Source: an optimization exercise on an open RTL-to-GDS flow (aim: small area). Production flows keep margins and buffers that such runs may drop. At most, simulation tests tie the RTL to the original design; equivalence was not proved. The flow treats the clock pin as an ideal source. Dropping or thinning the clock tree relies on that and would not hold on a real chip. Power is estimated from default activity; no workload was simulated.

Setup of run a:
Design midside_axis_wrapper, start of the top module:
module midside_axis_wrapper #
(
    parameter integer C_S_AXI_DATA_WIDTH = 32,
    parameter integer C_S_AXI_ADDR_WIDTH = 4,
    parameter integer C_AXIS_DATA_WIDTH  = 32
)
(
    input  wire aclk,
    input  wire aresetn,
    input  wire [C_S_AXI_ADDR_WIDTH-1:0]  s_axi_awaddr,
    input  wire [2:0]                     s_axi_awprot,
    input  wire                           s_axi_awvalid,
    output wire                           s_axi_awready,
    input  wire [C_S_AXI_DATA_WIDTH-1:0]  s_axi_wdata,
    input  wire [(C_S_AXI_DATA_WIDTH/8)-1:0] s_axi_wstrb,
    input  wire                           s_axi_wvalid,
    output wire                           s_axi_wready,
    output wire [1:0]                     s_axi_bresp,
    output wire                           s_axi_bvalid,
    input  wire                           s_axi_bready,
    input  wire [C_S_AXI_ADDR_WIDTH-1:0]  s_axi_araddr,
    input  wire [2:0]                     s_axi_arprot,
    input  wire                           s_axi_arvalid,
    output wire                           s_axi_arready,
    output wire [C_S_AXI_DATA_WIDTH-1:0]  s_axi_rdata,
    output wire [1:0]                     s_axi_rresp,
    output wire                           s_axi_rvalid,
    input  wire                           s_axi_rready,
    input  wire [C_AXIS_DATA_WIDTH-1:0] s_axis_tdata,
    input  wire                         s_axis_tvalid,
    output wire                         s_axis_tready,
    input  wire                         s_axis_tlast,
    output wire [C_AXIS_DATA_WIDTH-1:0] m_axis_tdata,
    output wire                         m_axis_tvalid,
    input  wire                         m_axis_tready,
    output wire                         m_axis_tlast
);
clock: 5.0 ns
lec_check: 0
cap_margin: 20
core_margin: 2
core_utilization: 40
gpl_timing_driven: 0
slew_margin: 20
standard.sh (not shown) runs the stock make flow with config.mk's settings and CLKGATE_MAP_FILE= SYNTH_SCRIPT=/design/flow/synth_recipe.tcl, a recipe that flattens the netlist after the stock synthesis.
==> flow/flow/run.sh <==
#!/bin/bash
set -euo pipefail
bash standard.sh \
  "BUFFER_PORTS_ARGS=-buffer_cell sky130_fd_sc_hd__buf_1" \
  "CTS_ARGS=-sink_clustering_enable -repair_clock_nets -dont_use_dummy_load -buf_list {sky130_fd_sc_hd__clkbuf_4 sky130_fd_sc_hd__clkbuf_8}" \
  finish > flow_make.log 2>&1
Run a went all the way through the flow, and no timing, DRC or antenna check failed.
### run a -> run b
Settings: a change of CORE_UTILIZATION from 40 to 60; a change of CAP_MARGIN from 20 to 0; a change of SLEW_MARGIN from 20 to 0.
## What came out
Summary of run b over run a: total power lower, met1 demand-to-capacity share in global routing higher, area added between synthesis and finish lower. Via count on run b is behind run a. [compare] base=run a new=run b: final cell count without fillers went down, switching power as a share of total power went down by 0.89 points, actual slew at the worst max-slew pin moved down.
No functional check of the RTL was part of any run of this note.

* * *

Setup of build 60:
midside_axis_wrapper, a different RTL version from the one above (not shown whole).
Size in the first run: roughly 500 cells after synthesis, ~170 I/O pins, roughly 7000 µm² of cells after synthesis.
clock: 5.0 ns
lec_check: 0
cap_margin: 20
core_margin: 2
core_utilization: 70
slew_margin: 20
synth_hierarchical: 1
Scripts as last shown in full above: flow/flow/run.sh
Edits applied to the flow inputs when going from build 60 to build 78:
Settings: changing CORE_UTILIZATION from 70 to 40.
Per the comparison of build 78 with build 60, wire length of the first global-routing pass rose 1.4%, register fraction of the total cell area fell 0.77 points, clock share of power rose 0.2 points, cell row count rose 33%, routed length on met2 fell 2.6%.
Changes in build 22 relative to build 78:
Settings: changing CORE_UTILIZATION from 40 to 60.
==> summary.txt <==
- Going from build 78 to build 22, worst hold slack decreased by 0.013 ns relative to the old numbers; total track usage increased by 5.6 points relative to the old numbers; setup slack increased by 0.036 ns relative to the old numbers; number of core rows decreased by about 19% relative to the old numbers.
- Compared with build 78, in build 22 post-route cell area fell 1.4%; height of the die saw a decrease.
#### Input delta (build 71 over build 22)
Settings: CORE_UTILIZATION changed from 60 to 40.
==> flow/flow/run.sh <==
#!/bin/bash
set -euo pipefail
bash standard.sh \
  "BUFFER_PORTS_ARGS=-buffer_cell sky130_fd_sc_hd__buf_1" \
  "CTS_ARGS=-sink_clustering_enable -repair_clock_nets -dont_use_dummy_load -sink_clustering_size 30 -sink_clustering_max_diameter 100 -buf_list {sky130_fd_sc_hd__clkbuf_16}" \
  finish > flow_make.log 2>&1
==> summary.txt <==
Build 71 vs build 22 on number of vias after detailed routing: build 71 is the higher one. A slowest stage cell on the critical path of sky130_fd_sc_hd__fa_2 is what build 22 shows, while sky130_fd_sc_hd__fa_1 belongs to build 71. In the flow results for build 71 and build 22, the global-route wire length before repair is smaller on build 22. Summary of build 71 over build 22: wire length increased by 10% relative to the old numbers; sequential share of layout area decreased by 2.0 points relative to the old numbers. Summary: final worst-path setup slack, build 71 worse than build 22.
Relative to build 71, the following input files were edited for build 91:
==> flow/flow/run.sh <==
#!/bin/bash
set -euo pipefail
here=$(pwd)
bash standard.sh \
  "BUFFER_PORTS_ARGS=-buffer_cell sky130_fd_sc_hd__buf_1" \
  "CTS_ARGS=-sink_clustering_enable -repair_clock_nets -dont_use_dummy_load -buf_list {sky130_fd_sc_hd__clkbuf_4 sky130_fd_sc_hd__clkbuf_8}" \
  "POST_CTS_TCL=$here/flow/post_cts.tcl" \
  finish > flow_make.log 2>&1
==> flow/flow/post_cts.tcl (new file) <==
# After CTS's own timing repair: give back drive strength that the timing
# does not need (cells are only resized down; placement stays legal).
log_cmd repair_timing -recover_power 100 -setup_margin 0.05
==> comparison <==
Taking build 71 as the reference, in build 91 core utilization lower; synthesized-area fraction occupied by xor and xnor cells roughly the same; detailed-routed wire length on met3 higher.
Delta (build 91 minus build 71): clock transition at the register clock pins on the worst setup and hold paths after CTS increased 0.02 ns; proportion of power drawn by flip-flops and latches went up; cell count saw an increase; design area shrank by about 1.8%; routability-driven placement congestion ratio ~0 delta.
Of build 71 and build 91, the run reporting the higher clock period minus final worst setup slack was build 71.
Comparing build 71 and build 91, count of plain and timing-repair buffers is higher on build 91.

* * *

midside_axis_wrapper with an RTL version that a note above also has.
For scale: roughly 530 cells after synthesis, about 170 flip-flops, ~170 I/O pins.
==> flow/design.v (excerpt) <==
module midside_axis_wrapper #
(
    parameter integer C_S_AXI_DATA_WIDTH = 32,
    parameter integer C_S_AXI_ADDR_WIDTH = 4,
    parameter integer C_AXIS_DATA_WIDTH  = 32
)
(
    input  wire aclk,
    input  wire aresetn,
    input  wire [C_S_AXI_ADDR_WIDTH-1:0]  s_axi_awaddr,
    input  wire [2:0]                     s_axi_awprot,
    input  wire                           s_axi_awvalid,
    output wire                           s_axi_awready,
    input  wire [C_S_AXI_DATA_WIDTH-1:0]  s_axi_wdata,
    input  wire [(C_S_AXI_DATA_WIDTH/8)-1:0] s_axi_wstrb,
    input  wire                           s_axi_wvalid,
    output wire                           s_axi_wready,
    output wire [1:0]                     s_axi_bresp,
    output wire                           s_axi_bvalid,
    input  wire                           s_axi_bready,
    input  wire [C_S_AXI_ADDR_WIDTH-1:0]  s_axi_araddr,
    input  wire [2:0]                     s_axi_arprot,
  ...
Settings: LEC_CHECK=0, CAP_MARGIN=20, CORE_MARGIN=2, CORE_UTILIZATION=40, SLEW_MARGIN=20; clock period 5.0 ns.
==> flow/flow/run.sh <==
#!/bin/bash
set -euo pipefail
bash standard.sh \
  "BUFFER_PORTS_ARGS=-buffer_cell sky130_fd_sc_hd__buf_1" \
  "CTS_ARGS=-sink_clustering_enable -repair_clock_nets -dont_use_dummy_load -sink_clustering_size 50 -sink_clustering_max_diameter 120 -buf_list {sky130_fd_sc_hd__clkbuf_4 sky130_fd_sc_hd__clkbuf_8}" \
  finish > flow_make.log 2>&1
The starting point completed without violations.
Edit:
==> flow/flow/run.sh (replaced) <==
#!/bin/bash
set -euo pipefail
bash standard.sh \
  "BUFFER_PORTS_ARGS=-buffer_cell sky130_fd_sc_hd__buf_1" \
  "CTS_ARGS=-sink_clustering_enable -repair_clock_nets -dont_use_dummy_load -buf_list {sky130_fd_sc_hd__clkbuf_4 sky130_fd_sc_hd__clkbuf_8}" \
  finish > flow_make.log 2>&1
The new run produced a clean layout.
Clock skew is unchanged.
Final cell count is unchanged.
Global-route usage does not change.
Routed wire length is unchanged.
Setup slack does not change.
Cell area stays the same.
No run of this note included a check of the RTL's function; only the layout flow was run.

* * *

midside_axis_wrapper, a different RTL version from the one above (not shown whole).
For scale: about 500 cells after synthesis.
==> flow/config.mk <==
export PLATFORM = sky130hd
export DESIGN_NAME = midside_axis_wrapper
export DESIGN_NICKNAME = midside_axis_wrapper
export VERILOG_FILES = /design/flow/design.v
export SDC_FILE = /design/flow/constraint.sdc
export NUM_CORES = 4
export LEC_CHECK = 0
export CAP_MARGIN = 20
export CORE_MARGIN = 2
export CORE_UTILIZATION = 70
export SLEW_MARGIN = 20
export SYNTH_HIERARCHICAL = 1
==> flow/constraint.sdc <==
create_clock -name core_clock -period 5.0 [get_ports {aclk}]
set_input_delay 1.0000 -clock core_clock [delete_from_list [all_inputs] [get_ports {aclk}]]
set_output_delay 1.0000 -clock core_clock [all_outputs]
set_load 0.01 [all_outputs]
==> flow/flow/run.sh <==
#!/bin/bash
set -euo pipefail
here=$(pwd)
bash standard.sh \
  "BUFFER_PORTS_ARGS=-buffer_cell sky130_fd_sc_hd__buf_1" \
  "PRE_CTS_TCL=$here/flow/pre_cts.tcl" \
  finish > flow_make.log 2>&1
==> flow/flow/pre_cts.tcl <==
# Replaces TritonCTS with a two-level tree (manual_cts.tcl): 11 leaf
# clkbuf_8, each at the centre of a group of registers, all driven by one
# root clkbuf_8 on the clock port.  cts.tcl's own legalisation and timing
# repair then run as usual.
source [file join [file dirname [info script]] manual_cts.tcl]
mcts_build 11 sky130_fd_sc_hd__clkbuf_8 sky130_fd_sc_hd__clkbuf_8
set_propagated_clock [all_clocks]
proc clock_tree_synthesis { args } {
  puts "clock_tree_synthesis skipped: the clock tree was built by pre_cts.tcl"
}
Other scripts of this flow, unchanged in this note and not shown: flow/flow/manual_cts.tcl
Next try:
--- a/flow/flow/pre_cts.tcl
+++ b/flow/flow/pre_cts.tcl
@@ -1 +1 @@
-# Replaces TritonCTS with a two-level tree (manual_cts.tcl): 11 leaf
+# Replaces TritonCTS with a two-level tree (manual_cts.tcl): 13 leaf
@@ -6 +6 @@
-mcts_build 11 sky130_fd_sc_hd__clkbuf_8 sky130_fd_sc_hd__clkbuf_8
+mcts_build 13 sky130_fd_sc_hd__clkbuf_8 sky130_fd_sc_hd__clkbuf_8
--- a/flow/config.mk
+++ b/flow/config.mk
@@ -10 +10 @@
-export CORE_UTILIZATION = 70
+export CORE_UTILIZATION = 60
Effect: Power increases by about 2%. Worst setup slack gets better by 0.049 ns. Cell count goes up by about 1.1%. Die area came out higher by about 16%. Final area barely changes. Global-route usage decreases by 5.0 points. Synthesized area is unchanged. Via count shrinks by about 2.3%.
No run of this note takes its clock network from TritonCTS; it comes from the design's own scripts or RTL.

==> static timing again, ports no longer ideal <==
In the flow no input, the clock included, has a driving cell. The finished layouts below were timed again as built, in two steps. Step 1: set_driving_cell puts a clkbuf_16 on aclk and a buf_2 on each other input, an assumption about the parent block. Step 2 moves the port delays by t, midway between the first and last clock arrival at a register: inputs arrive t later, outputs are due t later. That takes back most of the time a late clock gives input paths. Three values: ideal ports, drivers, drivers and shift; two values: the first two.
run | shift t [ns] | setup WS [ns] | hold slack, ns
run a | 0.477 | 0.140 / 0.140 / 0.140 | 0.423 / 0.423 / 0.423
run b | 0.468 | 0.110 / 0.110 / 0.110 | 0.431 / 0.431 / 0.431
build 60 | 0.478 | 0.137 / 0.137 / 0.137 | 0.432 / 0.432 / 0.432
build 78 | 0.471 | 0.149 / 0.149 / 0.149 | 0.436 / 0.436 / 0.436
build 22 | 0.463 | 0.185 / 0.185 / 0.185 | 0.423 / 0.423 / 0.423
build 71 | 0.452 | 0.161 / 0.161 / 0.161 | 0.432 / 0.432 / 0.432
build 91 | 0.470 | 0.177 / 0.177 / 0.177 | 0.436 / 0.436 / 0.436
the first run of note 3 | 0.476 | 0.219 / 0.219 / 0.219 | 0.437 / 0.437 / 0.437
the second run of note 3 | 0.476 | 0.219 / 0.219 / 0.219 | 0.437 / 0.437 / 0.437
the first run of note 4 | 0.445 | 0.141 / 0.141 / 0.141 | 0.425 / 0.425 / 0.425
the second run of note 4 | 0.473 | 0.190 / 0.190 / 0.190 | 0.440 / 0.440 / 0.440
After both steps every run listed still meets setup and hold.
